Source: an optimization exercise on an open RTL-to-GDS flow (aim: small area, a short achievable clock period and few clock cycles). Production flows keep margins and buffers that such runs may drop. In this exercise RTL edits were held to simulation tests only and were not proved equivalent to the original.

## US_CSC
module US_CSC (
   input  logic            Clock,
   input  logic            Resetn,
   output logic            SRAM_we_n,
   output logic   [17:0]   SRAM_address,
   input  logic   [15:0]   SRAM_read_data,
   output logic   [15:0]   SRAM_write_data,
   input  logic            US_CSC_enable,
   output logic            US_CSC_complete
);
==> flow/config.mk <==
export PLATFORM = sky130hd
export DESIGN_NAME = US_CSC
export DESIGN_NICKNAME = US_CSC
export VERILOG_FILES = /design/flow/design.v
export SDC_FILE = /design/flow/constraint.sdc
export NUM_CORES = 4
export LEC_CHECK = 0
export CAP_MARGIN = 20
export CORE_MARGIN = 2
export CORE_UTILIZATION = 40
export SLEW_MARGIN = 20
==> flow/constraint.sdc <==
create_clock -name core_clock -period 13.5 [get_ports {Clock}]
set_input_delay 2.7000 -clock core_clock [delete_from_list [all_inputs] [get_ports {Clock}]]
set_output_delay 2.7000 -clock core_clock [all_outputs]
set_load 0.01 [all_outputs]
standard.sh (not shown) runs the stock make flow with config.mk's settings and CLKGATE_MAP_FILE= SYNTH_SCRIPT=/design/flow/synth_recipe.tcl, a recipe that flattens the netlist after the stock synthesis.
==> flow/flow/run.sh <==
#!/bin/bash
# Standard ORFS layout at the design's clock period and constraints; repair_timing
# is asked to keep extra setup slack so it works on the longest paths.
bash standard.sh SETUP_SLACK_MARGIN=8.8 CORE_UTILIZATION=60 CTS_BUF_LIST=sky130_fd_sc_hd__clkbuf_8 finish > standard_run.log 2>&1
The starting point passed the timing, DRC and antenna checks.
Testbench counts at the start, summed over its fixed seeds: cycles 1,536,168.
Next try:
==> flow/flow/run.sh (replaced) <==
#!/bin/bash
# Standard ORFS layout at the design's clock period and constraints; repair_timing
# is asked to keep extra setup slack so it works on the longest paths.
bash standard.sh SETUP_SLACK_MARGIN=9 CORE_UTILIZATION=60 CTS_BUF_LIST=sky130_fd_sc_hd__clkbuf_4 finish > standard_run.log 2>&1
What happened: Setup slack stays flat. Count of clock-buffer cells in the layout goes up by 66. Global-route usage goes up by 0.43 points. Die area is unchanged. Routed wire length is higher by a few percent.
Next try:
==> flow/flow/run.sh (replaced) <==
#!/bin/bash
# Standard ORFS layout at the design's clock period and constraints; repair_timing
# is asked to keep extra setup slack so it works on the longest paths.
bash standard.sh SETUP_SLACK_MARGIN=9 CORE_UTILIZATION=60 CTS_BUF_LIST=sky130_fd_sc_hd__clkbuf_16 CTS_CLUSTER_SIZE=24 CTS_CLUSTER_DIAMETER=60 finish > standard_run.log 2>&1
The changed run completed with no timing, DRC or antenna violations.
Global-route usage is lower by 0.66 points.
Via count decreases by 3.6%.
Routed wire length is lower by 3.1%.
Cell count decreases by 4.4%.
Die area does not change.
Worst hold slack gains 0.0037 ns.
Area after synthesis is unchanged.
Next try:
==> flow/flow/run.sh (replaced) <==
#!/bin/bash
# Standard ORFS layout at the design's clock period and constraints; repair_timing
# is asked to keep 9 ns of setup slack, so it works on every path over 4.5 ns.
bash standard.sh SETUP_SLACK_MARGIN=9 CORE_UTILIZATION=60 finish > standard_run.log 2>&1
Outcome: Cell count went up by 1.2%. Synthesized area is unchanged. Register-to-register slack improved by 0.05 ns. Design area went up by 2.4%. Non-clock buffer count went up by 18. Hold slack got worse by 0.0043 ns. Global-route usage went up by 0.31 points. Die area does not change. Worst setup slack stays flat.

* * *

US_CSC, a different RTL version from the one above (not shown whole).
For scale: roughly 2000 cells after synthesis, ~55 I/O pins, ~21000 um2 of cells after synthesis.
// US_CSC
module US_CSC (
   input  logic            Clock,
   input  logic            Resetn,
   output logic            SRAM_we_n,
   output logic   [17:0]   SRAM_address,
   input  logic   [15:0]   SRAM_read_data,
   output logic   [15:0]   SRAM_write_data,
   input  logic            US_CSC_enable,
   output logic            US_CSC_complete
);
Settings: LEC_CHECK=0, CAP_MARGIN=20, CORE_MARGIN=2, CORE_UTILIZATION=40, SLEW_MARGIN=20; clock period 13.5 ns.
==> flow/flow/run.sh <==
#!/bin/bash
# The standard ORFS layout (standard.sh) with a larger repair_timing setup margin,
# a different core utilization and clock-tree buffers; make's output goes to
# standard_run.log, ORFS keeps each step's log under orfs/logs/.
bash standard.sh SETUP_SLACK_MARGIN=9.5 CORE_UTILIZATION=60 CTS_BUF_LIST=sky130_fd_sc_hd__clkbuf_16 CTS_CLUSTER_SIZE=24 CTS_CLUSTER_DIAMETER=60 finish > standard_run.log 2>&1
Testbench counts at the start, summed over its fixed seeds: cycles 1,536,168.
==> next run, changes <==
==> flow/flow/run.sh (replaced) <==
#!/bin/bash
# The standard ORFS layout (standard.sh) with a larger repair_timing setup margin,
# a different core utilization and clock-tree buffers; make's output goes to
# standard_run.log, ORFS keeps each step's log under orfs/logs/.
bash standard.sh SETUP_SLACK_MARGIN=9 CORE_UTILIZATION=55 CTS_BUF_LIST=sky130_fd_sc_hd__clkbuf_16 CTS_CLUSTER_SIZE=24 CTS_CLUSTER_DIAMETER=60 finish > standard_run.log 2>&1
After rerunning: The new run completed with no timing, DRC or antenna violations; first-iteration DRC count is lower by 2.5%; wire length is lower by 2.1%; setup slack got worse by 0.24 ns.
==> next run, changes <==
==> flow/flow/run.sh (replaced) <==
#!/bin/bash
# The standard ORFS layout (standard.sh: standard synthesis, the design's clock
# period and constraints), with these changes to how the layout is made:
#  - repair_timing keeps 9 ns of setup slack as margin, so it also shortens paths
#    that already meet the 13.5 ns clock (upsizing, buffering, pin swaps);
#  - 60% core utilization;
#  - clock tree from clkbuf_16 cells with sink clusters of at most 24 sinks / 60 um.
# make's output goes to standard_run.log; ORFS keeps each step's log under orfs/logs/.
bash standard.sh SETUP_SLACK_MARGIN=9 CORE_UTILIZATION=60 \
  CTS_BUF_LIST=sky130_fd_sc_hd__clkbuf_16 CTS_CLUSTER_SIZE=24 CTS_CLUSTER_DIAMETER=60 \
  finish > standard_run.log 2>&1
The new run finished clean.
Global-route usage rose by 1.7 points.
Worst hold slack got worse by 0.012 ns.
Area after synthesis does not change.
Utilization rose by 5.1 points.
Final cell count fell by 1.9%.
Wire length fell by 2.7%.
==> next run, changes <==
--- a/flow/flow/run.sh
+++ b/flow/flow/run.sh
@@ -3,2 +3,4 @@
 # period and constraints), with these changes to how the layout is made:
+#  - every input and output port still gets a buffer, but a plain buf_2 instead of
+#    the clkdlybuf4s50_1 delay cell that buffer_ports picks by default;
 #  - repair_timing keeps 9 ns of setup slack as margin, so it also shortens paths
@@ -9,2 +11,3 @@
 bash standard.sh SETUP_SLACK_MARGIN=9 CORE_UTILIZATION=60 \
+  "BUFFER_PORTS_ARGS=-buffer_cell sky130_fd_sc_hd__buf_2" \
   CTS_BUF_LIST=sky130_fd_sc_hd__clkbuf_16 CTS_CLUSTER_SIZE=24 CTS_CLUSTER_DIAMETER=60 \
The new run produced a clean layout.
Clock-buffer cell count shrinks by 1.
Area after synthesis does not change.
Hold slack barely changes.
Final area shrinks slightly.

[static timing again, ports no longer ideal]
The flow's constraints put no driver on any port. The routed layouts listed below were extracted and timed again, unchanged, in two steps. Step 1 assumes that a clkbuf_16 drives the clock port and a buf_2 every other input. Step 2, shift: input delay + t, output delay - t, t = (earliest + latest rising clock arrival at the registers) / 2. This alone moves slack from input paths to output paths. Slacks: no drivers / after step 1 / after step 2; pairs: no drivers / after step 1.
| run | shift t [ns] | setup WS [ns] | worst register clock-pin slew, ns |
|---|---|---|---|
| the first run of note 1 | 0.665 | 8.798 / 8.798 / 8.798 | 0.07 / 0.07 |
| the second run of note 1 | 0.795 | 8.797 / 8.797 / 8.797 | 0.08 / 0.08 |
| the third run of note 1 | 0.607 | 8.801 / 8.763 / 8.801 | 0.08 / 0.08 |
| the fourth run of note 1 | 0.629 | 8.803 / 8.750 / 8.854 | 0.07 / 0.07 |
| the first run of note 2 | 0.627 | 9.036 / 8.992 / 9.036 | 0.09 / 0.09 |
| the second run of note 2 | 0.606 | 8.791 / 8.734 / 8.971 | 0.09 / 0.09 |
| the third run of note 2 | 0.598 | 8.951 / 8.896 / 9.003 | 0.09 / 0.09 |
| the fourth run of note 2 | 0.607 | 8.977 / 8.949 / 8.977 | 0.09 / 0.09 |
After both steps every run listed still meets setup and hold.
